Source: an optimization exercise on an open RTL-to-GDS flow (aim: small area, a short achievable clock period and few clock cycles per item). Production flows keep margins and buffers that such runs may drop. Function not checked in this run: the RTL went through the layout flow alone.

`design/flow/design.v`:
```
module bmul (
    input wire [13:0] a,
    input wire [15:0] b,
    input wire neg,
    input wire [15:0] ea,
    input wire [8:0] eb,
    output wire [15:0] p
);
    wire [16:0] be = {b, 1'b0};
    wire [14:0] ae = {a[13], a};
    wire n0 = be[2] ^ neg;
    wire o0 = be[1] ^ be[0];
    wire t0 = (be[2] & ~be[1] & ~be[0]) | (~be[2] & be[1] & be[0]);
    wire p0_0 = (o0 & ae[0]) ^ n0;
    wire p0_1 = ((o0 & ae[1]) | (t0 & ae[0])) ^ n0;
    wire p0_2 = ((o0 & ae[2]) | (t0 & ae[1])) ^ n0;
    wire p0_3 = ((o0 & ae[3]) | (t0 & ae[2])) ^ n0;
    wire p0_4 = ((o0 & ae[4]) | (t0 & ae[3])) ^ n0;
    wire p0_5 = ((o0 & ae[5]) | (t0 & ae[4])) ^ n0;
    wire p0_6 = ((o0 & ae[6]) | (t0 & ae[5])) ^ n0;
    wire p0_7 = ((o0 & ae[7]) | (t0 & ae[6])) ^ n0;
    wire p0_8 = ((o0 & ae[8]) | (t0 & ae[7])) ^ n0;
    wire p0_9 = ((o0 & ae[9]) | (t0 & ae[8])) ^ n0;
    wire p0_10 = ((o0 & ae[10]) | (t0 & ae[9])) ^ n0;
    wire p0_11 = ((o0 & ae[11]) | (t0 & ae[10])) ^ n0;
    wire p0_12 = ((o0 & ae[12]) | (t0 & ae[11])) ^ n0;
    wire p0_13 = ((o0 & ae[13]) | (t0 & ae[12])) ^ n0;
    wire p0_14 = ~(((o0 & ae[14]) | (t0 & ae[13])) ^ n0);
    wire n1 = be[4] ^ neg;
    wire o1 = be[3] ^ be[2];
    wire t1 = (be[4] & ~be[3] & ~be[2]) | (~be[4] & be[3] & be[2]);
    wire p1_0 = (o1 & ae[0]) ^ n1;
    wire p1_1 = ((o1 & ae[1]) | (t1 & ae[0])) ^ n1;
    wire p1_2 = ((o1 & ae[2]) | (t1 & ae[1])) ^ n1;
    wire p1_3 = ((o1 & ae[3]) | (t1 & ae[2])) ^ n1;
    wire p1_4 = ((o1 & ae[4]) | (t1 & ae[3])) ^ n1;
    wire p1_5 = ((o1 & ae[5]) | (t1 & ae[4])) ^ n1;
    wire p1_6 = ((o1 & ae[6]) | (t1 & ae[5])) ^ n1;
    wire p1_7 = ((o1 & ae[7]) | (t1 & ae[6])) ^ n1;
    wire p1_8 = ((o1 & ae[8]) | (t1 & ae[7])) ^ n1;
    wire p1_9 = ((o1 & ae[9]) | (t1 & ae[8])) ^ n1;
    wire p1_10 = ((o1 & ae[10]) | (t1 & ae[9])) ^ n1;
    wire p1_11 = ((o1 & ae[11]) | (t1 & ae[10])) ^ n1;
    wire p1_12 = ((o1 & ae[12]) | (t1 & ae[11])) ^ n1;
    wire p1_13 = ((o1 & ae[13]) | (t1 & ae[12])) ^ n1;
    wire p1_14 = ~(((o1 & ae[14]) | (t1 & ae[13])) ^ n1);
    wire n2 = be[6] ^ neg;
    wire o2 = be[5] ^ be[4];
    wire t2 = (be[6] & ~be[5] & ~be[4]) | (~be[6] & be[5] & be[4]);
    wire p2_0 = (o2 & ae[0]) ^ n2;
    wire p2_1 = ((o2 & ae[1]) | (t2 & ae[0])) ^ n2;
    wire p2_2 = ((o2 & ae[2]) | (t2 & ae[1])) ^ n2;
    wire p2_3 = ((o2 & ae[3]) | (t2 & ae[2])) ^ n2;
    wire p2_4 = ((o2 & ae[4]) | (t2 & ae[3])) ^ n2;
    wire p2_5 = ((o2 & ae[5]) | (t2 & ae[4])) ^ n2;
    wire p2_6 = ((o2 & ae[6]) | (t2 & ae[5])) ^ n2;
    wire p2_7 = ((o2 & ae[7]) | (t2 & ae[6])) ^ n2;
    wire p2_8 = ((o2 & ae[8]) | (t2 & ae[7])) ^ n2;
    wire p2_9 = ((o2 & ae[9]) | (t2 & ae[8])) ^ n2;
    wire p2_10 = ((o2 & ae[10]) | (t2 & ae[9])) ^ n2;
    wire p2_11 = ((o2 & ae[11]) | (t2 & ae[10])) ^ n2;
    wire p2_12 = ((o2 & ae[12]) | (t2 & ae[11])) ^ n2;
    wire p2_13 = ((o2 & ae[13]) | (t2 & ae[12])) ^ n2;
    wire p2_14 = ~(((o2 & ae[14]) | (t2 & ae[13])) ^ n2);
    wire n3 = be[8] ^ neg;
    wire o3 = be[7] ^ be[6];
    wire t3 = (be[8] & ~be[7] & ~be[6]) | (~be[8] & be[7] & be[6]);
    wire p3_0 = (o3 & ae[0]) ^ n3;
    wire p3_1 = ((o3 & ae[1]) | (t3 & ae[0])) ^ n3;
    wire p3_2 = ((o3 & ae[2]) | (t3 & ae[1])) ^ n3;
    wire p3_3 = ((o3 & ae[3]) | (t3 & ae[2])) ^ n3;
    wire p3_4 = ((o3 & ae[4]) | (t3 & ae[3])) ^ n3;
    wire p3_5 = ((o3 & ae[5]) | (t3 & ae[4])) ^ n3;
    wire p3_6 = ((o3 & ae[6]) | (t3 & ae[5])) ^ n3;
    wire p3_7 = ((o3 & ae[7]) | (t3 & ae[6])) ^ n3;
    wire p3_8 = ((o3 & ae[8]) | (t3 & ae[7])) ^ n3;
    wire p3_9 = ((o3 & ae[9]) | (t3 & ae[8])) ^ n3;
    wire p3_10 = ((o3 & ae[10]) | (t3 & ae[9])) ^ n3;
    wire p3_11 = ((o3 & ae[11]) | (t3 & ae[10])) ^ n3;
    wire p3_12 = ((o3 & ae[12]) | (t3 & ae[11])) ^ n3;
    wire p3_13 = ((o3 & ae[13]) | (t3 & ae[12])) ^ n3;
    wire p3_14 = ~(((o3 & ae[14]) | (t3 & ae[13])) ^ n3);
    wire n4 = be[10] ^ neg;
    wire o4 = be[9] ^ be[8];
    wire t4 = (be[10] & ~be[9] & ~be[8]) | (~be[10] & be[9] & be[8]);
    wire p4_0 = (o4 & ae[0]) ^ n4;
    wire p4_1 = ((o4 & ae[1]) | (t4 & ae[0])) ^ n4;
    wire p4_2 = ((o4 & ae[2]) | (t4 & ae[1])) ^ n4;
    wire p4_3 = ((o4 & ae[3]) | (t4 & ae[2])) ^ n4;
    wire p4_4 = ((o4 & ae[4]) | (t4 & ae[3])) ^ n4;
    wire p4_5 = ((o4 & ae[5]) | (t4 & ae[4])) ^ n4;
    wire p4_6 = ((o4 & ae[6]) | (t4 & ae[5])) ^ n4;
    wire p4_7 = ((o4 & ae[7]) | (t4 & ae[6])) ^ n4;
    wire p4_8 = ((o4 & ae[8]) | (t4 & ae[7])) ^ n4;
    wire p4_9 = ((o4 & ae[9]) | (t4 & ae[8])) ^ n4;
    wire p4_10 = ((o4 & ae[10]) | (t4 & ae[9])) ^ n4;
    wire p4_11 = ((o4 & ae[11]) | (t4 & ae[10])) ^ n4;
    wire p4_12 = ((o4 & ae[12]) | (t4 & ae[11])) ^ n4;
    wire p4_13 = ((o4 & ae[13]) | (t4 & ae[12])) ^ n4;
    wire p4_14 = ~(((o4 & ae[14]) | (t4 & ae[13])) ^ n4);
    wire n5 = be[12] ^ neg;
    wire o5 = be[11] ^ be[10];
    wire t5 = (be[12] & ~be[11] & ~be[10]) | (~be[12] & be[11] & be[10]);
    wire p5_0 = (o5 & ae[0]) ^ n5;
    wire p5_1 = ((o5 & ae[1]) | (t5 & ae[0])) ^ n5;
    wire p5_2 = ((o5 & ae[2]) | (t5 & ae[1])) ^ n5;
    wire p5_3 = ((o5 & ae[3]) | (t5 & ae[2])) ^ n5;
    wire p5_4 = ((o5 & ae[4]) | (t5 & ae[3])) ^ n5;
    wire p5_5 = ((o5 & ae[5]) | (t5 & ae[4])) ^ n5;
    wire p5_6 = ((o5 & ae[6]) | (t5 & ae[5])) ^ n5;
    wire p5_7 = ((o5 & ae[7]) | (t5 & ae[6])) ^ n5;
    wire p5_8 = ((o5 & ae[8]) | (t5 & ae[7])) ^ n5;
    wire p5_9 = ((o5 & ae[9]) | (t5 & ae[8])) ^ n5;
    wire p5_10 = ((o5 & ae[10]) | (t5 & ae[9])) ^ n5;
    wire p5_11 = ((o5 & ae[11]) | (t5 & ae[10])) ^ n5;
    wire p5_12 = ((o5 & ae[12]) | (t5 & ae[11])) ^ n5;
    wire p5_13 = ((o5 & ae[13]) | (t5 & ae[12])) ^ n5;
    wire p5_14 = ~(((o5 & ae[14]) | (t5 & ae[13])) ^ n5);
    wire n6 = be[14] ^ neg;
    wire o6 = be[13] ^ be[12];
    wire t6 = (be[14] & ~be[13] & ~be[12]) | (~be[14] & be[13] & be[12]);
    wire p6_0 = (o6 & ae[0]) ^ n6;
    wire p6_1 = ((o6 & ae[1]) | (t6 & ae[0])) ^ n6;
    wire p6_2 = ((o6 & ae[2]) | (t6 & ae[1])) ^ n6;
    wire p6_3 = ((o6 & ae[3]) | (t6 & ae[2])) ^ n6;
    wire p6_4 = ((o6 & ae[4]) | (t6 & ae[3])) ^ n6;
    wire p6_5 = ((o6 & ae[5]) | (t6 & ae[4])) ^ n6;
    wire p6_6 = ((o6 & ae[6]) | (t6 & ae[5])) ^ n6;
    wire p6_7 = ((o6 & ae[7]) | (t6 & ae[6])) ^ n6;
    wire p6_8 = ((o6 & ae[8]) | (t6 & ae[7])) ^ n6;
    wire p6_9 = ((o6 & ae[9]) | (t6 & ae[8])) ^ n6;
    wire p6_10 = ((o6 & ae[10]) | (t6 & ae[9])) ^ n6;
    wire p6_11 = ((o6 & ae[11]) | (t6 & ae[10])) ^ n6;
    wire p6_12 = ((o6 & ae[12]) | (t6 & ae[11])) ^ n6;
    wire p6_13 = ((o6 & ae[13]) | (t6 & ae[12])) ^ n6;
    wire p6_14 = ~(((o6 & ae[14]) | (t6 & ae[13])) ^ n6);
    wire n7 = be[16] ^ neg;
    wire o7 = be[15] ^ be[14];
    wire t7 = (be[16] & ~be[15] & ~be[14]) | (~be[16] & be[15] & be[14]);
    wire p7_0 = (o7 & ae[0]) ^ n7;
    wire p7_1 = ((o7 & ae[1]) | (t7 & ae[0])) ^ n7;
    wire p7_2 = ((o7 & ae[2]) | (t7 & ae[1])) ^ n7;
    wire p7_3 = ((o7 & ae[3]) | (t7 & ae[2])) ^ n7;
    wire p7_4 = ((o7 & ae[4]) | (t7 & ae[3])) ^ n7;
    wire p7_5 = ((o7 & ae[5]) | (t7 & ae[4])) ^ n7;
    wire p7_6 = ((o7 & ae[6]) | (t7 & ae[5])) ^ n7;
    wire p7_7 = ((o7 & ae[7]) | (t7 & ae[6])) ^ n7;
    wire p7_8 = ((o7 & ae[8]) | (t7 & ae[7])) ^ n7;
    wire p7_9 = ((o7 & ae[9]) | (t7 & ae[8])) ^ n7;
    wire p7_10 = ((o7 & ae[10]) | (t7 & ae[9])) ^ n7;
    wire p7_11 = ((o7 & ae[11]) | (t7 & ae[10])) ^ n7;
    wire p7_12 = ((o7 & ae[12]) | (t7 & ae[11])) ^ n7;
    wire w1 = ea[1] ^ eb[1];
    wire w2 = ea[1] & eb[1];
    wire w3 = ea[2] ^ eb[2];
    wire w4 = ea[2] & eb[2];
    wire w5 = ea[3] ^ eb[3] ^ 1'b1;
    wire w6 = (ea[3] & eb[3]) | (ea[3] & 1'b1) | (eb[3] & 1'b1);
    wire w7 = n7 ^ p0_14 ^ p1_12;
    wire w8 = (n7 & p0_14) | (n7 & p1_12) | (p0_14 & p1_12);
    wire w9 = ea[4] ^ eb[4] ^ 1'b1;
    wire w10 = (ea[4] & eb[4]) | (ea[4] & 1'b1) | (eb[4] & 1'b1);
    wire w11 = p1_13 ^ p2_11;
    wire w12 = p1_13 & p2_11;
    wire w13 = ea[5] ^ eb[5] ^ p1_14;
    wire w14 = (ea[5] & eb[5]) | (ea[5] & p1_14) | (eb[5] & p1_14);
    wire w15 = ea[6] ^ eb[6];
    wire w16 = ea[6] & eb[6];
    wire w17 = n5 ^ p0_10;
    wire w18 = n5 & p0_10;
    wire w19 = ea[0] ^ eb[0] ^ p0_11;
    wire w20 = (ea[0] & eb[0]) | (ea[0] & p0_11) | (eb[0] & p0_11);
    wire w21 = p1_9 ^ p2_7;
    wire w22 = p1_9 & p2_7;
    wire w23 = n6 ^ w1 ^ p0_12;
    wire w24 = (n6 & w1) | (n6 & p0_12) | (w1 & p0_12);
    wire w25 = p1_10 ^ p2_8 ^ p3_6;
    wire w26 = (p1_10 & p2_8) | (p1_10 & p3_6) | (p2_8 & p3_6);
    wire w27 = p4_4 ^ p5_2;
    wire w28 = p4_4 & p5_2;
    wire w29 = w2 ^ w3 ^ p0_13;
    wire w30 = (w2 & w3) | (w2 & p0_13) | (w3 & p0_13);
    wire w31 = p1_11 ^ p2_9 ^ p3_7;
    wire w32 = (p1_11 & p2_9) | (p1_11 & p3_7) | (p2_9 & p3_7);
    wire w33 = p4_5 ^ p5_3 ^ p6_1;
    wire w34 = (p4_5 & p5_3) | (p4_5 & p6_1) | (p5_3 & p6_1);
    wire w35 = w4 ^ p2_10 ^ p3_8;
    wire w36 = (w4 & p2_10) | (w4 & p3_8) | (p2_10 & p3_8);
    wire w37 = p4_6 ^ p5_4 ^ p6_2;
    wire w38 = (p4_6 & p5_4) | (p4_6 & p6_2) | (p5_4 & p6_2);
    wire w39 = p7_0 ^ w5 ^ w7;
    wire w40 = (p7_0 & w5) | (p7_0 & w7) | (w5 & w7);
    wire w41 = p3_9 ^ p4_7 ^ p5_5;
    wire w42 = (p3_9 & p4_7) | (p3_9 & p5_5) | (p4_7 & p5_5);
    wire w43 = p6_3 ^ p7_1 ^ w6;
    wire w44 = (p6_3 & p7_1) | (p6_3 & w6) | (p7_1 & w6);
    wire w45 = w9 ^ w11 ^ w8;
    wire w46 = (w9 & w11) | (w9 & w8) | (w11 & w8);
    wire w47 = p2_12 ^ p3_10 ^ p4_8;
    wire w48 = (p2_12 & p3_10) | (p2_12 & p4_8) | (p3_10 & p4_8);
    wire w49 = p5_6 ^ p6_4 ^ p7_2;
    wire w50 = (p5_6 & p6_4) | (p5_6 & p7_2) | (p6_4 & p7_2);
    wire w51 = w10 ^ w12 ^ w13;
    wire w52 = (w10 & w12) | (w10 & w13) | (w12 & w13);
    wire w53 = 1'b1 ^ w15 ^ p2_13;
    wire w54 = (1'b1 & w15) | (1'b1 & p2_13) | (w15 & p2_13);
    wire w55 = p3_11 ^ p4_9 ^ p5_7;
    wire w56 = (p3_11 & p4_9) | (p3_11 & p5_7) | (p4_9 & p5_7);
    wire w57 = p6_5 ^ p7_3 ^ w14;
    wire w58 = (p6_5 & p7_3) | (p6_5 & w14) | (p7_3 & w14);
    wire w59 = ea[7] ^ eb[7] ^ w16;
    wire w60 = (ea[7] & eb[7]) | (ea[7] & w16) | (eb[7] & w16);
    wire w61 = p2_14 ^ p3_12 ^ p4_10;
    wire w62 = (p2_14 & p3_12) | (p2_14 & p4_10) | (p3_12 & p4_10);
    wire w63 = p5_8 ^ p6_6 ^ p7_4;
    wire w64 = (p5_8 & p6_6) | (p5_8 & p7_4) | (p6_6 & p7_4);
    wire w65 = ea[8] ^ eb[8] ^ 1'b1;
    wire w66 = (ea[8] & eb[8]) | (ea[8] & 1'b1) | (eb[8] & 1'b1);
    wire w67 = p3_13 ^ p4_11 ^ p5_9;
    wire w68 = (p3_13 & p4_11) | (p3_13 & p5_9) | (p4_11 & p5_9);
    wire w69 = p6_7 ^ p7_5;
    wire w70 = p6_7 & p7_5;
    wire w71 = ea[9] ^ p3_14 ^ p4_12;
    wire w72 = (ea[9] & p3_14) | (ea[9] & p4_12) | (p3_14 & p4_12);
    wire w73 = p5_10 ^ p6_8;
    wire w74 = p5_10 & p6_8;
    wire w75 = ea[10] ^ 1'b1 ^ p4_13;
    wire w76 = (ea[10] & 1'b1) | (ea[10] & p4_13) | (1'b1 & p4_13);
    wire w77 = n3 ^ p0_6;
    wire w78 = n3 & p0_6;
    wire w79 = p0_7 ^ p1_5;
    wire w80 = p0_7 & p1_5;
    wire w81 = n4 ^ p0_8 ^ p1_6;
    wire w82 = (n4 & p0_8) | (n4 & p1_6) | (p0_8 & p1_6);
    wire w83 = p2_4 ^ p3_2;
    wire w84 = p2_4 & p3_2;
    wire w85 = p0_9 ^ p1_7 ^ p2_5;
    wire w86 = (p0_9 & p1_7) | (p0_9 & p2_5) | (p1_7 & p2_5);
    wire w87 = p3_3 ^ p4_1;
    wire w88 = p3_3 & p4_1;
    wire w89 = p1_8 ^ p2_6 ^ p3_4;
    wire w90 = (p1_8 & p2_6) | (p1_8 & p3_4) | (p2_6 & p3_4);
    wire w91 = p4_2 ^ p5_0 ^ w17;
    wire w92 = (p4_2 & p5_0) | (p4_2 & w17) | (p5_0 & w17);
    wire w93 = p3_5 ^ p4_3 ^ p5_1;
    wire w94 = (p3_5 & p4_3) | (p3_5 & p5_1) | (p4_3 & p5_1);
    wire w95 = w18 ^ w21 ^ w19;
    wire w96 = (w18 & w21) | (w18 & w19) | (w21 & w19);
    wire w97 = p6_0 ^ w22 ^ w27;
    wire w98 = (p6_0 & w22) | (p6_0 & w27) | (w22 & w27);
    wire w99 = w20 ^ w23 ^ w25;
    wire w100 = (w20 & w23) | (w20 & w25) | (w23 & w25);
    wire w101 = w28 ^ w24 ^ w26;
    wire w102 = (w28 & w24) | (w28 & w26) | (w24 & w26);
    wire w103 = w29 ^ w31 ^ w33;
    wire w104 = (w29 & w31) | (w29 & w33) | (w31 & w33);
    wire w105 = w30 ^ w32 ^ w34;
    wire w106 = (w30 & w32) | (w30 & w34) | (w32 & w34);
    wire w107 = w35 ^ w37 ^ w39;
    wire w108 = (w35 & w37) | (w35 & w39) | (w37 & w39);
    wire w109 = w36 ^ w38 ^ w41;
    wire w110 = (w36 & w38) | (w36 & w41) | (w38 & w41);
    wire w111 = w43 ^ w40 ^ w45;
    wire w112 = (w43 & w40) | (w43 & w45) | (w40 & w45);
    wire w113 = w42 ^ w47 ^ w49;
    wire w114 = (w42 & w47) | (w42 & w49) | (w47 & w49);
    wire w115 = w44 ^ w46 ^ w51;
    wire w116 = (w44 & w46) | (w44 & w51) | (w46 & w51);
    wire w117 = w48 ^ w50 ^ w53;
    wire w118 = (w48 & w50) | (w48 & w53) | (w50 & w53);
    wire w119 = w55 ^ w52 ^ w57;
    wire w120 = (w55 & w52) | (w55 & w57) | (w52 & w57);
    wire w121 = w59 ^ w54 ^ w56;
    wire w122 = (w59 & w54) | (w59 & w56) | (w54 & w56);
    wire w123 = w61 ^ w63 ^ w58;
    wire w124 = (w61 & w63) | (w61 & w58) | (w63 & w58);
    wire w125 = w65 ^ w69 ^ w60;
    wire w126 = (w65 & w69) | (w65 & w60) | (w69 & w60);
    wire w127 = w62 ^ w64 ^ w67;
    wire w128 = (w62 & w64) | (w62 & w67) | (w64 & w67);
    wire w129 = p7_6 ^ w66 ^ w70;
    wire w130 = (p7_6 & w66) | (p7_6 & w70) | (w66 & w70);
    wire w131 = w73 ^ w68 ^ w71;
    wire w132 = (w73 & w68) | (w73 & w71) | (w68 & w71);
    wire w133 = p5_11 ^ p6_9 ^ p7_7;
    wire w134 = (p5_11 & p6_9) | (p5_11 & p7_7) | (p6_9 & p7_7);
    wire w135 = w74 ^ w72 ^ w75;
    wire w136 = (w74 & w72) | (w74 & w75) | (w72 & w75);
    wire w137 = ea[11] ^ p4_14 ^ p5_12;
    wire w138 = (ea[11] & p4_14) | (ea[11] & p5_12) | (p4_14 & p5_12);
    wire w139 = p6_10 ^ p7_8 ^ w76;
    wire w140 = (p6_10 & p7_8) | (p6_10 & w76) | (p7_8 & w76);
    wire w141 = ea[12] ^ 1'b1 ^ p5_13;
    wire w142 = (ea[12] & 1'b1) | (ea[12] & p5_13) | (1'b1 & p5_13);
    wire w143 = p6_11 ^ p7_9;
    wire w144 = p6_11 & p7_9;
    wire w145 = ea[13] ^ p5_14 ^ p6_12;
    wire w146 = (ea[13] & p5_14) | (ea[13] & p6_12) | (p5_14 & p6_12);
    wire w147 = ea[14] ^ 1'b1;
    wire w148 = ea[14] & 1'b1;
    wire w149 = ~ea[15] ^ 1'b1;
    wire w150 = ~ea[15] & 1'b1;
    wire w151 = n2 ^ p0_4;
    wire w152 = n2 & p0_4;
    wire w153 = p0_5 ^ p1_3;
    wire w154 = p0_5 & p1_3;
    wire w155 = p1_4 ^ p2_2 ^ p3_0;
    wire w156 = (p1_4 & p2_2) | (p1_4 & p3_0) | (p2_2 & p3_0);
    wire w157 = p2_3 ^ p3_1 ^ w78;
    wire w158 = (p2_3 & p3_1) | (p2_3 & w78) | (p3_1 & w78);
    wire w159 = p4_0 ^ w80 ^ w83;
    wire w160 = (p4_0 & w80) | (p4_0 & w83) | (w80 & w83);
    wire w161 = w84 ^ w87 ^ w82;
    wire w162 = (w84 & w87) | (w84 & w82) | (w87 & w82);
    wire w163 = w88 ^ w86 ^ w89;
    wire w164 = (w88 & w86) | (w88 & w89) | (w86 & w89);
    wire w165 = w90 ^ w93 ^ w92;
    wire w166 = (w90 & w93) | (w90 & w92) | (w93 & w92);
    wire w167 = w94 ^ w97 ^ w96;
    wire w168 = (w94 & w97) | (w94 & w96) | (w97 & w96);
    wire w169 = w98 ^ w100 ^ w101;
    wire w170 = (w98 & w100) | (w98 & w101) | (w100 & w101);
    wire w171 = w102 ^ w104 ^ w105;
    wire w172 = (w102 & w104) | (w102 & w105) | (w104 & w105);
    wire w173 = w106 ^ w109 ^ w108;
    wire w174 = (w106 & w109) | (w106 & w108) | (w109 & w108);
    wire w175 = w110 ^ w113 ^ w112;
    wire w176 = (w110 & w113) | (w110 & w112) | (w113 & w112);
    wire w177 = w114 ^ w117 ^ w116;
    wire w178 = (w114 & w117) | (w114 & w116) | (w117 & w116);
    wire w179 = w118 ^ w121 ^ w120;
    wire w180 = (w118 & w121) | (w118 & w120) | (w121 & w120);
    wire w181 = w125 ^ w122 ^ w127;
    wire w182 = (w125 & w122) | (w125 & w127) | (w122 & w127);
    wire w183 = w129 ^ w126 ^ w128;
    wire w184 = (w129 & w126) | (w129 & w128) | (w126 & w128);
    wire w185 = w133 ^ w130 ^ w132;
    wire w186 = (w133 & w130) | (w133 & w132) | (w130 & w132);
    wire w187 = w134 ^ w137 ^ w136;
    wire w188 = (w134 & w137) | (w134 & w136) | (w137 & w136);
    wire w189 = w143 ^ w138 ^ w141;
    wire w190 = (w143 & w138) | (w143 & w141) | (w138 & w141);
    wire w191 = p7_10 ^ w144 ^ w142;
    wire w192 = (p7_10 & w144) | (p7_10 & w142) | (w144 & w142);
    wire w193 = w147 ^ p6_13 ^ p7_11;
    wire w194 = (w147 & p6_13) | (w147 & p7_11) | (p6_13 & p7_11);
    wire w195 = w148 ^ w149 ^ p6_14;
    wire w196 = (w148 & w149) | (w148 & p6_14) | (w149 & p6_14);
    wire w197 = n1 ^ p0_2;
    wire w198 = n1 & p0_2;
    wire w199 = p0_3 ^ p1_1;
    wire w200 = p0_3 & p1_1;
    wire w201 = p1_2 ^ p2_0 ^ w151;
    wire w202 = (p1_2 & p2_0) | (p1_2 & w151) | (p2_0 & w151);
    wire w203 = p2_1 ^ w152 ^ w153;
    wire w204 = (p2_1 & w152) | (p2_1 & w153) | (w152 & w153);
    wire w205 = w154 ^ w77 ^ w155;
    wire w206 = (w154 & w77) | (w154 & w155) | (w77 & w155);
    wire w207 = w79 ^ w156 ^ w157;
    wire w208 = (w79 & w156) | (w79 & w157) | (w156 & w157);
    wire w209 = w81 ^ w158 ^ w159;
    wire w210 = (w81 & w158) | (w81 & w159) | (w158 & w159);
    wire w211 = w85 ^ w160 ^ w161;
    wire w212 = (w85 & w160) | (w85 & w161) | (w160 & w161);
    wire w213 = w91 ^ w162 ^ w163;
    wire w214 = (w91 & w162) | (w91 & w163) | (w162 & w163);
    wire w215 = w164 ^ w95 ^ w165;
    wire w216 = (w164 & w95) | (w164 & w165) | (w95 & w165);
    wire w217 = w99 ^ w166 ^ w167;
    wire w218 = (w99 & w166) | (w99 & w167) | (w166 & w167);
    wire w219 = w103 ^ w168 ^ w169;
    wire w220 = (w103 & w168) | (w103 & w169) | (w168 & w169);
    wire w221 = w170 ^ w171 ^ w107;
    wire w222 = (w170 & w171) | (w170 & w107) | (w171 & w107);
    wire w223 = w172 ^ w111 ^ w173;
    wire w224 = (w172 & w111) | (w172 & w173) | (w111 & w173);
    wire w225 = w115 ^ w174 ^ w175;
    wire w226 = (w115 & w174) | (w115 & w175) | (w174 & w175);
    wire w227 = w119 ^ w176 ^ w177;
    wire w228 = (w119 & w176) | (w119 & w177) | (w176 & w177);
    wire w229 = w123 ^ w178 ^ w179;
    wire w230 = (w123 & w178) | (w123 & w179) | (w178 & w179);
    wire w231 = w181 ^ w124 ^ w180;
    wire w232 = (w181 & w124) | (w181 & w180) | (w124 & w180);
    wire w233 = w131 ^ w182 ^ w183;
    wire w234 = (w131 & w182) | (w131 & w183) | (w182 & w183);
    wire w235 = w135 ^ w184 ^ w185;
    wire w236 = (w135 & w184) | (w135 & w185) | (w184 & w185);
    wire w237 = w139 ^ w186 ^ w187;
    wire w238 = (w139 & w186) | (w139 & w187) | (w186 & w187);
    wire w239 = w189 ^ w140 ^ w188;
    wire w240 = (w189 & w140) | (w189 & w188) | (w140 & w188);
    wire w241 = w145 ^ w190 ^ w191;
    wire w242 = (w145 & w190) | (w145 & w191) | (w190 & w191);
    wire w243 = w193 ^ w146 ^ w192;
    wire w244 = (w193 & w146) | (w193 & w192) | (w146 & w192);
    wire w245 = p7_12 ^ w194 ^ w195;
    wire w246 = (p7_12 & w194) | (p7_12 & w195) | (w194 & w195);
    wire w247 = n0 & p0_0;
    wire w248 = n0 ^ p0_0;
    wire w249 = w197 & p1_0;
    wire w250 = w197 ^ p1_0;
    wire w251 = w198 & w199;
    wire w252 = w198 ^ w199;
    wire w253 = w200 & w201;
    wire w254 = w200 ^ w201;
    wire w255 = w202 & w203;
    wire w256 = w202 ^ w203;
    wire w257 = w204 & w205;
    wire w258 = w204 ^ w205;
    wire w259 = w206 & w207;
    wire w260 = w206 ^ w207;
    wire w261 = w208 & w209;
    wire w262 = w208 ^ w209;
    wire w263 = w210 & w211;
    wire w264 = w210 ^ w211;
    wire w265 = w212 & w213;
    wire w266 = w212 ^ w213;
    wire w267 = w214 & w215;
    wire w268 = w214 ^ w215;
    wire w269 = w216 & w217;
    wire w270 = w216 ^ w217;
    wire w271 = w218 & w219;
    wire w272 = w218 ^ w219;
    wire w273 = w220 & w221;
    wire w274 = w220 ^ w221;
    wire w275 = w222 & w223;
    wire w276 = w222 ^ w223;
    wire w277 = w224 & w225;
    wire w278 = w224 ^ w225;
    wire w279 = w226 & w227;
    wire w280 = w226 ^ w227;
    wire w281 = w228 & w229;
    wire w282 = w228 ^ w229;
    wire w283 = w230 & w231;
    wire w284 = w230 ^ w231;
    wire w285 = w232 & w233;
    wire w286 = w232 ^ w233;
    wire w287 = w234 & w235;
    wire w288 = w234 ^ w235;
    wire w289 = w236 & w237;
    wire w290 = w236 ^ w237;
    wire w291 = w238 & w239;
    wire w292 = w238 ^ w239;
    wire w293 = w240 & w241;
    wire w294 = w240 ^ w241;
    wire w295 = w242 & w243;
    wire w296 = w242 ^ w243;
    wire w297 = w244 & w245;
    wire w298 = w244 ^ w245;
    wire w299 = p0_1 & w247;
    wire w300 = w251 | (w252 & w249);
    wire w301 = w252 & w250;
    wire w302 = w255 | (w256 & w253);
    wire w303 = w256 & w254;
    wire w304 = w259 | (w260 & w257);
    wire w305 = w260 & w258;
    wire w306 = w263 | (w264 & w261);
    wire w307 = w264 & w262;
    wire w308 = w267 | (w268 & w265);
    wire w309 = w268 & w266;
    wire w310 = w271 | (w272 & w269);
    wire w311 = w272 & w270;
    wire w312 = w275 | (w276 & w273);
    wire w313 = w276 & w274;
    wire w314 = w279 | (w280 & w277);
    wire w315 = w280 & w278;
    wire w316 = w283 | (w284 & w281);
    wire w317 = w284 & w282;
    wire w318 = w287 | (w288 & w285);
    wire w319 = w288 & w286;
    wire w320 = w291 | (w292 & w289);
    wire w321 = w292 & w290;
    wire w322 = w295 | (w296 & w293);
    wire w323 = w296 & w294;
    wire w324 = w249 | (w250 & w299);
    wire w325 = w300 | (w301 & w299);
    wire w326 = w257 | (w258 & w302);
    wire w327 = w258 & w303;
    wire w328 = w304 | (w305 & w302);
    wire w329 = w305 & w303;
    wire w330 = w265 | (w266 & w306);
    wire w331 = w266 & w307;
    wire w332 = w308 | (w309 & w306);
    wire w333 = w309 & w307;
    wire w334 = w273 | (w274 & w310);
    wire w335 = w274 & w311;
    wire w336 = w312 | (w313 & w310);
    wire w337 = w313 & w311;
    wire w338 = w281 | (w282 & w314);
    wire w339 = w282 & w315;
    wire w340 = w316 | (w317 & w314);
    wire w341 = w317 & w315;
    wire w342 = w289 | (w290 & w318);
    wire w343 = w290 & w319;
    wire w344 = w320 | (w321 & w318);
    wire w345 = w321 & w319;
    wire w346 = w297 | (w298 & w322);
    wire w347 = w298 & w323;
    wire w348 = w253 | (w254 & w325);
    wire w349 = w302 | (w303 & w325);
    wire w350 = w326 | (w327 & w325);
    wire w351 = w328 | (w329 & w325);
    wire w352 = w269 | (w270 & w332);
    wire w353 = w270 & w333;
    wire w354 = w310 | (w311 & w332);
    wire w355 = w311 & w333;
    wire w356 = w334 | (w335 & w332);
    wire w357 = w335 & w333;
    wire w358 = w336 | (w337 & w332);
    wire w359 = w337 & w333;
    wire w360 = w285 | (w286 & w340);
    wire w361 = w286 & w341;
    wire w362 = w318 | (w319 & w340);
    wire w363 = w319 & w341;
    wire w364 = w342 | (w343 & w340);
    wire w365 = w343 & w341;
    wire w366 = w344 | (w345 & w340);
    wire w367 = w345 & w341;
    wire w368 = w261 | (w262 & w351);
    wire w369 = w306 | (w307 & w351);
    wire w370 = w330 | (w331 & w351);
    wire w371 = w332 | (w333 & w351);
    wire w372 = w352 | (w353 & w351);
    wire w373 = w354 | (w355 & w351);
    wire w374 = w356 | (w357 & w351);
    wire w375 = w358 | (w359 & w351);
    wire w376 = w293 | (w294 & w366);
    wire w377 = w294 & w367;
    wire w378 = w322 | (w323 & w366);
    wire w379 = w323 & w367;
    wire w380 = w346 | (w347 & w366);
    wire w381 = w347 & w367;
    wire w382 = w277 | (w278 & w375);
    wire w383 = w314 | (w315 & w375);
    wire w384 = w338 | (w339 & w375);
    wire w385 = w340 | (w341 & w375);
    wire w386 = w360 | (w361 & w375);
    wire w387 = w362 | (w363 & w375);
    wire w388 = w364 | (w365 & w375);
    wire w389 = w366 | (w367 & w375);
    wire w390 = w376 | (w377 & w375);
    wire w391 = w378 | (w379 & w375);
    wire w392 = w380 | (w381 & w375);
    wire w393 = w268 ^ w370;
    wire w394 = w270 ^ w371;
    wire w395 = w272 ^ w372;
    wire w396 = w274 ^ w373;
    wire w397 = w276 ^ w374;
    wire w398 = w278 ^ w375;
    wire w399 = w280 ^ w382;
    wire w400 = w282 ^ w383;
    wire w401 = w284 ^ w384;
    wire w402 = w286 ^ w385;
    wire w403 = w288 ^ w386;
    wire w404 = w290 ^ w387;
    wire w405 = w292 ^ w388;
    wire w406 = w294 ^ w389;
    wire w407 = w296 ^ w390;
    wire w408 = w298 ^ w391;
    assign p = {w408, w407, w406, w405, w404, w403, w402, w401, w400, w399, w398, w397, w396, w395, w394, w393};
endmodule
module pre85 (
    input wire [14:0] X2,
    output wire [9:0] u1
);
    wire w1 = X2[0] ^ X2[2];
    wire w2 = X2[0] & X2[2];
    wire w3 = X2[1] ^ X2[3];
    wire w4 = X2[1] & X2[3];
    wire w5 = X2[2] ^ X2[4];
    wire w6 = X2[2] & X2[4];
    wire w7 = X2[3] ^ X2[5];
    wire w8 = X2[3] & X2[5];
    wire w9 = X2[4] ^ X2[6];
    wire w10 = X2[4] & X2[6];
    wire w11 = X2[5] ^ X2[7];
    wire w12 = X2[5] & X2[7];
    wire w13 = X2[6] ^ X2[8];
    wire w14 = X2[6] & X2[8];
    wire w15 = X2[7] ^ X2[9];
    wire w16 = X2[7] & X2[9];
    wire w17 = X2[8] ^ X2[10];
    wire w18 = X2[8] & X2[10];
    wire w19 = X2[0] ^ X2[2];
    wire w20 = X2[0] & X2[2];
    wire w21 = X2[1] ^ X2[3];
    wire w22 = X2[1] & X2[3];
    wire w23 = X2[4] ^ X2[6] ^ X2[0];
    wire w24 = (X2[4] & X2[6]) | (X2[4] & X2[0]) | (X2[6] & X2[0]);
    wire w25 = X2[5] ^ X2[7] ^ w2;
    wire w26 = (X2[5] & X2[7]) | (X2[5] & w2) | (X2[7] & w2);
    wire w27 = X2[6] ^ X2[8] ^ w4;
    wire w28 = (X2[6] & X2[8]) | (X2[6] & w4) | (X2[8] & w4);
    wire w29 = X2[7] ^ X2[9] ^ w6;
    wire w30 = (X2[7] & X2[9]) | (X2[7] & w6) | (X2[9] & w6);
    wire w31 = X2[8] ^ X2[10] ^ w8;
    wire w32 = (X2[8] & X2[10]) | (X2[8] & w8) | (X2[10] & w8);
    wire w33 = X2[9] ^ X2[11] ^ w10;
    wire w34 = (X2[9] & X2[11]) | (X2[9] & w10) | (X2[11] & w10);
    wire w35 = X2[10] ^ X2[12] ^ w12;
    wire w36 = (X2[10] & X2[12]) | (X2[10] & w12) | (X2[12] & w12);
    wire w37 = X2[11] ^ X2[13] ^ w14;
    wire w38 = (X2[11] & X2[13]) | (X2[11] & w14) | (X2[13] & w14);
    wire w39 = X2[12] ^ X2[14] ^ w16;
    wire w40 = (X2[12] & X2[14]) | (X2[12] & w16) | (X2[14] & w16);
    wire w41 = X2[9] ^ X2[11] ^ X2[13];
    wire w42 = (X2[9] & X2[11]) | (X2[9] & X2[13]) | (X2[11] & X2[13]);
    wire w43 = X2[10] ^ X2[12];
    wire w44 = X2[10] & X2[12];
    wire w45 = X2[0] ^ X2[2];
    wire w46 = X2[0] & X2[2];
    wire w47 = X2[1] ^ X2[3];
    wire w48 = X2[1] & X2[3];
    wire w49 = X2[4] ^ X2[0] ^ w19;
    wire w50 = (X2[4] & X2[0]) | (X2[4] & w19) | (X2[0] & w19);
    wire w51 = X2[5] ^ w20 ^ w21;
    wire w52 = (X2[5] & w20) | (X2[5] & w21) | (w20 & w21);
    wire w53 = w22 ^ w1 ^ w23;
    wire w54 = (w22 & w1) | (w22 & w23) | (w1 & w23);
    wire w55 = w3 ^ w24 ^ w25;
    wire w56 = (w3 & w24) | (w3 & w25) | (w24 & w25);
    wire w57 = w5 ^ w26 ^ w27;
    wire w58 = (w5 & w26) | (w5 & w27) | (w26 & w27);
    wire w59 = w7 ^ w28 ^ w29;
    wire w60 = (w7 & w28) | (w7 & w29) | (w28 & w29);
    wire w61 = w9 ^ w30 ^ w31;
    wire w62 = (w9 & w30) | (w9 & w31) | (w30 & w31);
    wire w63 = w11 ^ w32 ^ w33;
    wire w64 = (w11 & w32) | (w11 & w33) | (w32 & w33);
    wire w65 = w13 ^ w34 ^ w35;
    wire w66 = (w13 & w34) | (w13 & w35) | (w34 & w35);
    wire w67 = w15 ^ w36 ^ w37;
    wire w68 = (w15 & w36) | (w15 & w37) | (w36 & w37);
    wire w69 = w17 ^ w38 ^ w39;
    wire w70 = (w17 & w38) | (w17 & w39) | (w38 & w39);
    wire w71 = w18 ^ w41 ^ w40;
    wire w72 = (w18 & w41) | (w18 & w40) | (w41 & w40);
    wire w73 = X2[14] ^ w43 ^ w42;
    wire w74 = (X2[14] & w43) | (X2[14] & w42) | (w43 & w42);
    wire w75 = X2[11] ^ X2[13] ^ w44;
    wire w76 = (X2[11] & X2[13]) | (X2[11] & w44) | (X2[13] & w44);
    wire w77 = X2[12] ^ X2[14];
    wire w78 = X2[12] & X2[14];
    wire [20:0] sx = {X2[14], w78, w76, w74, w72, w70, w68, w66, w64, w62, w60, w58, w56, w54, w52, w50, w48, w46, w45, X2[1], X2[0]};
    wire [20:0] sy = {1'b0, X2[13], w77, w75, w73, w71, w69, w67, w65, w63, w61, w59, w57, w55, w53, w51, w49, w47, X2[0], 1'b0, X2[0]};
    wire [20:0] sum = sx + sy;
    assign u1 = sum[20:11];
endmodule
module pre2 (
    input wire [13:0] T,
    input wire s,
    output wire [8:0] q
);
    wire [13:0] Tn = T ^ {14{~s}};
    wire sgn = ~s & Tn[13];
    wire m3 = ~s & Tn[0];
    wire m4 = s ? T[0] : Tn[1];
    wire m5 = s ? T[1] : Tn[2];
    wire m6 = s ? T[2] : Tn[3];
    wire m7 = s ? T[3] : Tn[4];
    wire m8 = s ? T[4] : Tn[5];
    wire m9 = s ? T[5] : Tn[6];
    wire m10 = s ? T[6] : Tn[7];
    wire m11 = s ? T[7] : Tn[8];
    wire m12 = s ? T[8] : Tn[9];
    wire m13 = s ? T[9] : Tn[10];
    wire m14 = s ? T[10] : Tn[11];
    wire m15 = s ? T[11] : Tn[12];
    wire m16 = s ? T[12] : Tn[13];
    wire m17 = s ? T[13] : sgn;
    wire w1 = s ^ ~s;
    wire w2 = s & ~s;
    wire w3 = s ^ m4;
    wire w4 = s & m4;
    wire w5 = s ^ m5;
    wire w6 = s & m5;
    wire w7 = s ^ m6;
    wire w8 = s & m6;
    wire w9 = s ^ m7;
    wire w10 = s & m7;
    wire w11 = s ^ m8;
    wire w12 = s & m8;
    wire w13 = s ^ ~s;
    wire w14 = s & ~s;
    wire w15 = s ^ Tn[1];
    wire w16 = s & Tn[1];
    wire w17 = s ^ Tn[2];
    wire w18 = s & Tn[2];
    wire w19 = m3 ^ Tn[3] ^ w1;
    wire w20 = (m3 & Tn[3]) | (m3 & w1) | (Tn[3] & w1);
    wire w21 = Tn[4] ^ w2 ^ w3;
    wire w22 = (Tn[4] & w2) | (Tn[4] & w3) | (w2 & w3);
    wire w23 = Tn[5] ^ w4 ^ w5;
    wire w24 = (Tn[5] & w4) | (Tn[5] & w5) | (w4 & w5);
    wire w25 = Tn[6] ^ w6 ^ w7;
    wire w26 = (Tn[6] & w6) | (Tn[6] & w7) | (w6 & w7);
    wire w27 = Tn[7] ^ w8 ^ w9;
    wire w28 = (Tn[7] & w8) | (Tn[7] & w9) | (w8 & w9);
    wire w29 = Tn[8] ^ w10 ^ w11;
    wire w30 = (Tn[8] & w10) | (Tn[8] & w11) | (w10 & w11);
    wire w31 = m9 ^ Tn[9] ^ w12;
    wire w32 = (m9 & Tn[9]) | (m9 & w12) | (Tn[9] & w12);
    wire w33 = m10 ^ Tn[10];
    wire w34 = m10 & Tn[10];
    wire w35 = m11 ^ Tn[11];
    wire w36 = m11 & Tn[11];
    wire w37 = m12 ^ Tn[12];
    wire w38 = m12 & Tn[12];
    wire w39 = m13 ^ Tn[13];
    wire w40 = m13 & Tn[13];
    wire w41 = m14 ^ sgn;
    wire w42 = m14 & sgn;
    wire w43 = m15 ^ sgn;
    wire w44 = m15 & sgn;
    wire w45 = m16 ^ sgn;
    wire w46 = m16 & sgn;
    wire w47 = m17 ^ sgn;
    wire w48 = m17 & sgn;
    wire w49 = w13 & Tn[0];
    wire w50 = w13 ^ Tn[0];
    wire w51 = w14 & w15;
    wire w52 = w14 ^ w15;
    wire w53 = w16 & w17;
    wire w54 = w16 ^ w17;
    wire w55 = w18 & w19;
    wire w56 = w18 ^ w19;
    wire w57 = w20 & w21;
    wire w58 = w20 ^ w21;
    wire w59 = w22 & w23;
    wire w60 = w22 ^ w23;
    wire w61 = w24 & w25;
    wire w62 = w24 ^ w25;
    wire w63 = w26 & w27;
    wire w64 = w26 ^ w27;
    wire w65 = w28 & w29;
    wire w66 = w28 ^ w29;
    wire w67 = w30 & w31;
    wire w68 = w30 ^ w31;
    wire w69 = w32 & w33;
    wire w70 = w32 ^ w33;
    wire w71 = w34 & w35;
    wire w72 = w34 ^ w35;
    wire w73 = w36 & w37;
    wire w74 = w36 ^ w37;
    wire w75 = w38 & w39;
    wire w76 = w38 ^ w39;
    wire w77 = w40 & w41;
    wire w78 = w40 ^ w41;
    wire w79 = w42 & w43;
    wire w80 = w42 ^ w43;
    wire w81 = w44 & w45;
    wire w82 = w44 ^ w45;
    wire w83 = w46 & w47;
    wire w84 = w46 ^ w47;
    wire w85 = w51 | (w52 & w49);
    wire w86 = w55 | (w56 & w53);
    wire w87 = w56 & w54;
    wire w88 = w59 | (w60 & w57);
    wire w89 = w60 & w58;
    wire w90 = w63 | (w64 & w61);
    wire w91 = w64 & w62;
    wire w92 = w67 | (w68 & w65);
    wire w93 = w68 & w66;
    wire w94 = w71 | (w72 & w69);
    wire w95 = w72 & w70;
    wire w96 = w75 | (w76 & w73);
    wire w97 = w76 & w74;
    wire w98 = w79 | (w80 & w77);
    wire w99 = w80 & w78;
    wire w100 = w83 | (w84 & w81);
    wire w101 = w84 & w82;
    wire w102 = w53 | (w54 & w85);
    wire w103 = w86 | (w87 & w85);
    wire w104 = w61 | (w62 & w88);
    wire w105 = w62 & w89;
    wire w106 = w90 | (w91 & w88);
    wire w107 = w91 & w89;
    wire w108 = w69 | (w70 & w92);
    wire w109 = w70 & w93;
    wire w110 = w94 | (w95 & w92);
    wire w111 = w95 & w93;
    wire w112 = w77 | (w78 & w96);
    wire w113 = w78 & w97;
    wire w114 = w98 | (w99 & w96);
    wire w115 = w99 & w97;
    wire w116 = w57 | (w58 & w103);
    wire w117 = w88 | (w89 & w103);
    wire w118 = w104 | (w105 & w103);
    wire w119 = w106 | (w107 & w103);
    wire w120 = w73 | (w74 & w110);
    wire w121 = w74 & w111;
    wire w122 = w96 | (w97 & w110);
    wire w123 = w97 & w111;
    wire w124 = w112 | (w113 & w110);
    wire w125 = w113 & w111;
    wire w126 = w114 | (w115 & w110);
    wire w127 = w115 & w111;
    wire w128 = w65 | (w66 & w119);
    wire w129 = w92 | (w93 & w119);
    wire w130 = w108 | (w109 & w119);
    wire w131 = w110 | (w111 & w119);
    wire w132 = w120 | (w121 & w119);
    wire w133 = w122 | (w123 & w119);
    wire w134 = w124 | (w125 & w119);
    wire w135 = w126 | (w127 & w119);
    wire w136 = w81 | (w82 & w135);
    wire w137 = w100 | (w101 & w135);
    wire w138 = w68 ^ w128;
    wire w139 = w70 ^ w129;
    wire w140 = w72 ^ w130;
    wire w141 = w74 ^ w131;
    wire w142 = w76 ^ w132;
    wire w143 = w78 ^ w133;
    wire w144 = w80 ^ w134;
    wire w145 = w82 ^ w135;
    wire w146 = w84 ^ w136;
    assign q = {w146, w145, w144, w143, w142, w141, w140, w139, w138};
endmodule
module main (
    input wire [15:0] v, x,
    input wire clk, reset, start,
    output wire done,
    output wire [15:0] final_result
);
    reg [5:0] p;
    reg done_r;
    reg [14:0] X2;
    reg [13:0] T;
    reg [15:0] F;
    wire [9:0] u1;
    pre85 p85 (.X2(X2), .u1(u1));
    wire [8:0] a23;
    pre2 p23 (.T(T), .s(p[2]), .q(a23));
    wire [8:0] t9 = T[8:0];
    wire k1 = (t9 != 9'd0), k2 = (t9 >= 9'd90), k3 = (t9 >= 9'd179);
    wire k4 = (t9 >= 9'd268), k5 = (t9 >= 9'd357), k6 = (t9 >= 9'd446);
    wire [2:0] a4 = {k4, (k2 & ~k4) | k6, (k1 & ~k2) | (k3 & ~k4) | (k5 & ~k6)};
    wire [13:0] ra = p[1] ? 14'd2048 : F[13:0];
    wire [13:0] rb = p[1] ? {1'b1, ~X2[14:1]} : T;
    wire [14:0] rc;
    wire [13:0] acc_n;
    assign rc[0] = p[1] & ~X2[0];
    genvar i;
    generate
        for (i = 0; i < 14; i = i + 1) begin : rip
            assign acc_n[i] = ra[i] ^ rb[i] ^ rc[i];
            assign rc[i+1] = (ra[i] & rb[i]) | (ra[i] & rc[i]) | (rb[i] & rc[i]);
        end
    endgenerate
    wire [13:0] A = ({14{p[0]}} & x[13:0]) | ({14{p[1]}} & {4'b0, u1}) |
                    ({14{p[2] | p[3]}} & {5'b0, a23}) | ({14{p[4]}} & {11'b0, a4}) |
                    ({14{p[5]}} & F[13:0]);
    wire [15:0] B = ({16{p[0]}} & {{2{x[13]}}, x[13:0]}) | ({16{p[5]}} & v) |
                    ({16{~p[0] & ~p[5]}} & {1'b0, X2});
    wire [15:0] ea = {16{p[4]}} & {{2{F[13]}}, F[13:0]};
    wire [8:0] eb = {9{p[4]}} & T[8:0];
    wire [15:0] P;
    bmul mul (.a(A), .b(B), .neg(p[2] | p[4]), .ea(ea), .eb(eb), .p(P));
    always @(posedge clk) begin
        if (reset) begin
            p <= 6'b000001;
            done_r <= 1'b0;
        end else begin
            if (p[0]) begin
                if (start) begin p <= 6'b000010; done_r <= 1'b0; end
            end else begin
                p <= {p[4:0], p[5]};
                if (p[5]) done_r <= 1'b1;
            end
        end
    end
    always @(posedge clk) begin
        if (p[0]) X2 <= P[14:0];
        T <= P[13:0];
        if (p[4] | p[5]) F <= P;
        else if (!p[0]) F[13:0] <= acc_n;
    end
    assign done = done_r;
    assign final_result = F;
endmodule
```
`design/flow/flow/run.sh`:
```
#!/bin/bash
# The standard layout, with plain buffers on the ports instead of the delay
# cells buffer_ports picks by default. Every tool's output goes to
# standard_flow.log in this folder.
set -euo pipefail
export BUFFER_PORTS_ARGS="-buffer_cell sky130_fd_sc_hd__buf_2"
bash standard.sh > standard_flow.log 2>&1
```
`design/flow/standard.sh`:
```
#!/bin/bash
# synth_recipe.tcl (not shown) runs the flow's synth.tcl, then flattens the netlist and writes it again
# the make line also repeats each setting of config.mk as NAME=value (left out here)
make -C /OpenROAD-flow-scripts/flow DESIGN_CONFIG=/design/flow/config.mk WORK_HOME=/design/flow/orfs CLKGATE_MAP_FILE= SYNTH_SCRIPT=/design/flow/synth_recipe.tcl "${@:-finish}"
```
`design/flow/config.mk`:
```
export PLATFORM = sky130hd
export DESIGN_NAME = main
export DESIGN_NICKNAME = main
export VERILOG_FILES = /design/flow/design.v
export SDC_FILE = /design/flow/constraint.sdc
export NUM_CORES = 4
export LEC_CHECK = 0
export ABC_AREA = 1
export CAP_MARGIN = 20
export CORE_MARGIN = 2
export CORE_UTILIZATION = 40
export SETUP_SLACK_MARGIN = 3.5
export SLEW_MARGIN = 20
```
`design/flow/constraint.sdc`:
```
create_clock -name core_clock -period 13.0 [get_ports {clk}]
set_input_delay 2.6000 -clock core_clock [delete_from_list [all_inputs] [get_ports {clk}]]
set_output_delay 2.6000 -clock core_clock [all_outputs]
set_load 0.01 [all_outputs]
```
==> notes.md <==
==> per-stage QoR <==
step | instances | hold WS [ns] | cell area (sq um)
final | 2105 | 0.4741 | 12990
after global placement | 2096 | 0.4691 | 12740
after global routing | 2105 | 0.5115 | 12990
after floorplan | 1684 | 0.4766 | 12140
after detailed placement | 2096 | 0.4608 | 12740
after CTS | 2104 | 0.4735 | 12940
==> logic make-up (layout without fill, tap and decap cells) <==
group / after synthesis / in the layout / share of synthesized area [%]
AOI/OAI and AO/OA: 198 / 198 / 10.14
xor gates and xnor gates: 102 / 102 / 7.547
adders and majority gates: 247 / 247 / 34.00
buffers and inverters: 383 / 414 / 12.51
DFF: 52 / 52 / 11.14
and+or+nand+nor: 702 / 702 / 24.67
==> final cells by class <==
type	count	area, sq um	share of cell area (%)
Clock buffer	6	128.9	0.9923
Clock inverter	2	60.06	0.4624
Inverter	341	1287	9.913
Multi-Input combinational cell	1249	9294	71.56
Sequential cell	52	1351	10.40
Tap cell	390	488.0	3.757
Timing Repair Buffer	65	377.9	2.909
==> registers in the layout (all words and copies together) (netlist names) <==
name    flops
T          14
p           6
done_r      1
X2         15
F          16
==> repair_timing <==
action | 4_1_cts | 5_1_grt
pin swaps | 0 | 1
setup endpoints to repair | 2 | 14
setup buffers | 0 | 1
endpoints found under the hold margin | 0 | 0
gates resized for setup | 1 | 12
==> worst min-delay path by stage <==
| stage | startpoint | end | slack, ns | depth (start not counted) |
|---|---|---|---|---|
| 4_1_cts | done_r | done_r | 0.47 | 2 |
| 6_report | done_r | done_r | 0.47 | 2 |
| 2_1_floorplan | done_r | done_r | 0.48 | 2 |
| 3_5_place_dp | done_r | done_r | 0.46 | 2 |
| 3_3_place_gp | done_r | done_r | 0.47 | 2 |
| 5_1_grt | done_r | done_r | 0.51 | 2 |
==> routing by layer <==
layer  global-route usage [%]  vias up  wire length, microns
met5                        0        -                     0
met4                    5.691        0                   798
met3                    3.666       45                  2946
met2                    36.97      359                 16230
met1                    33.57     5153                 16240
li1                         -     5285                     -
==> synth_stat cells, drive strengths merged (12+ instances only) <==
library cell	count
nand3	88
o22ai	58
nand2	484
o21ai	64
inv	337
dfxtp	21
xor2	95
ha	109
edfxtp	31
buf	30
nor2	85
fa	138
a21oi	56
or2	12
clkbuf	12
==> tightest hold or removal path: stages, from the launching register on <==
cell and delay (ns):
sky130_fd_sc_hd__dfxtp_1 0.32, sky130_fd_sc_hd__nand2_1 0.06, sky130_fd_sc_hd__a21oi_1 0.05
==> results.json <==
{
  "insertedDiodeCount": 0,
  "globalRoute.totalOverflow": 0,
  "drtPass1Iterations": 5,
  "finalWorstSetupSlack_ns": 4.115,
  "tritoncts_num_sinks": 52,
  "worst_path_largest_cell_delay_ns": 0.49,
  "worst-path-stages": 34,
  "min_path_type": "flop to flop",
  "totalNegativeSetupSlack_ns": 0,
  "synth.top_cells.by_area": "sky130_fd_sc_hd__fa_1 (23%), sky130_fd_sc_hd__nand2_1 (15%), sky130_fd_sc_hd__ha_1 (11%), sky130_fd_sc_hd__inv_1 (10%), sky130_fd_sc_hd__edfxtp_1 (7.7%)",
  "syn_to_final_growth_pct": 7.022,
  "fin_util_pct": 43.59,
  "synth.yosys.warnings": 1,
  "hold_viol_final": 0,
  "core_area_sq_um": 29800,
  "synth_cell_type_count": 53,
  "htree_num_levels": 2,
  "min_period_ns": 8.885,
  "grt_start_max_net_pins": 37,
  "post-route-drc-count": 0,
  "cts.hold.buffers_added": 0,
  "die_w_microns": 178.2,
  "cp_data_arrival_time_ns": 8.93,
  "setup_slack_of_the_worst_register_to_register_path_ns": 4.14,
  "worst_r2r_startpoint": "X2[11]",
  "r2r-end": "X2[14]",
  "library_cell_used_as_clock_root_buffer": "sky130_fd_sc_hd__clkbuf_16",
  "setup-violations-final": 0,
  "finalCritPeriodShare_pct": 68.34,
  "hpwl_mm": 29.66,
  "final.setup_skew_ns": 0.01523,
  "first_global_vias": 10400,
  "critical_path_peak_fanout": 8,
  "clk-insertion-delay-late_ns": 0.30,
  "syn_area_per_cell_sq_um": 7.206,
  "synth_fp_nets": 1966,
  "crit_type": "input pin to flop",
  "max_slew_headroom_at_the_worst_pin_pct": 38.09,
  "buffer_ports.inserted": 49,
  "post_synth_instance_area_sq_um": 12140,
  "yosys_register_bits": 52,
  "routed_via_density": 5.151,
  "timing_endpoint_of_the_critical_path": "X2[14]",
  "dominantRegCellSynth": "sky130_fd_sc_hd__edfxtp_1",
  "achievable-frequency_mhz": 112.6,
  "antenna_found_initial": 0,
  "worst-slew-pin-transition_ns": 0.9279,
  "layout.cells.most_common_list": "sky130_fd_sc_hd__nand2_1 (472), sky130_fd_sc_hd__inv_1 (326), sky130_fd_sc_hd__fa_1 (138)",
  "reg2reg_path_depth": 39,
  "die_area_sq_um": 31750,
  "die_h_microns": 178.2,
  "synthCells": 1684,
  "cp-startpoint": "x[1]",
  "drt_iter0_markers": 986,
  "worstSetupStartpointType": "input pin",
  "grt_first_pass_wirelength_mm": 56.81,
  "final.fill_count": 3126,
  "tritoncts": "yes",
  "pin_count": 52,
  "unrepaired_setup_endpoints_after_global_routing": "no",
  "critPathMostFrequentCell": "sky130_fd_sc_hd__inv_1",
  "maxCapViolations": 0,
  "ant_nets": 0,
  "worst_path_max_delay_cell": "sky130_fd_sc_hd__fa_1",
  "synth_top_cell_by_area": "sky130_fd_sc_hd__fa_1",
  "rows": 63,
  "synth-edff-count": 31,
  "floorplan.initialDensity_pct": 40.73,
  "grt_use_total_pct": 23.41,
  "cp.buffers_inverters": 9,
  "dr_total_vias": 10840,
  "critical_path.endpoint_type": "flop",
  "cts_buffer_depth": 2,
  "critPathRequiredTime_ns": 13.05,
  "dp_slack_ns": 3.469,
  "cts-buffers-inserted": 5,
  "totalWireLength_mm": 36.22,
  "drive_above_1_share_pct": 8.746,
  "report.final.slew_viol_count": 0,
  "outcome": "finished clean",
  "synth-async-reset-ratio_pct": 0,
  "synth.top_cell.area_share_pct": 22.77,
  "layout.cells.most_common": "sky130_fd_sc_hd__nand2_1",
  "critical_path.top_delay_family": "adder cells",
  "routed_wire_length_per_instance_microns": 17.21,
  "synth_seq_area_share_pct": 11.14,
  "clk_pin_slew_worst_paths_ns": 0.08,
  "place_congestion": 0.8956,
  "design.final.nets": 1996
}

## static timing again, ports no longer ideal
The flow's constraints put no driver on any port. The routed layout listed below was extracted and timed again, unchanged, in two steps. Step 1, drivers: a clkbuf_16 drives clk and a buf_2 each remaining input, both assumed. Step 2 moves the port delays by t, midway between the first and last clock arrival at a register: inputs arrive t later, outputs are due t later. That takes back most of the time a late clock gives input paths. Slacks: no drivers / after step 1 / after step 2; pairs: no drivers / after step 1.
t (ns): 0.336
setup WS [ns]: 4.115 / 4.126 / 3.790
hold WS [ns]: 0.474 / 0.474 / 0.474
worst setup path after step 2: input to register
worst register clock-pin slew, ns: 0.08 / 0.08
After both steps setup and hold are still met in this run. The setup slack of this run moves by +0.011 ns with the drivers and by -0.325 ns with both steps.
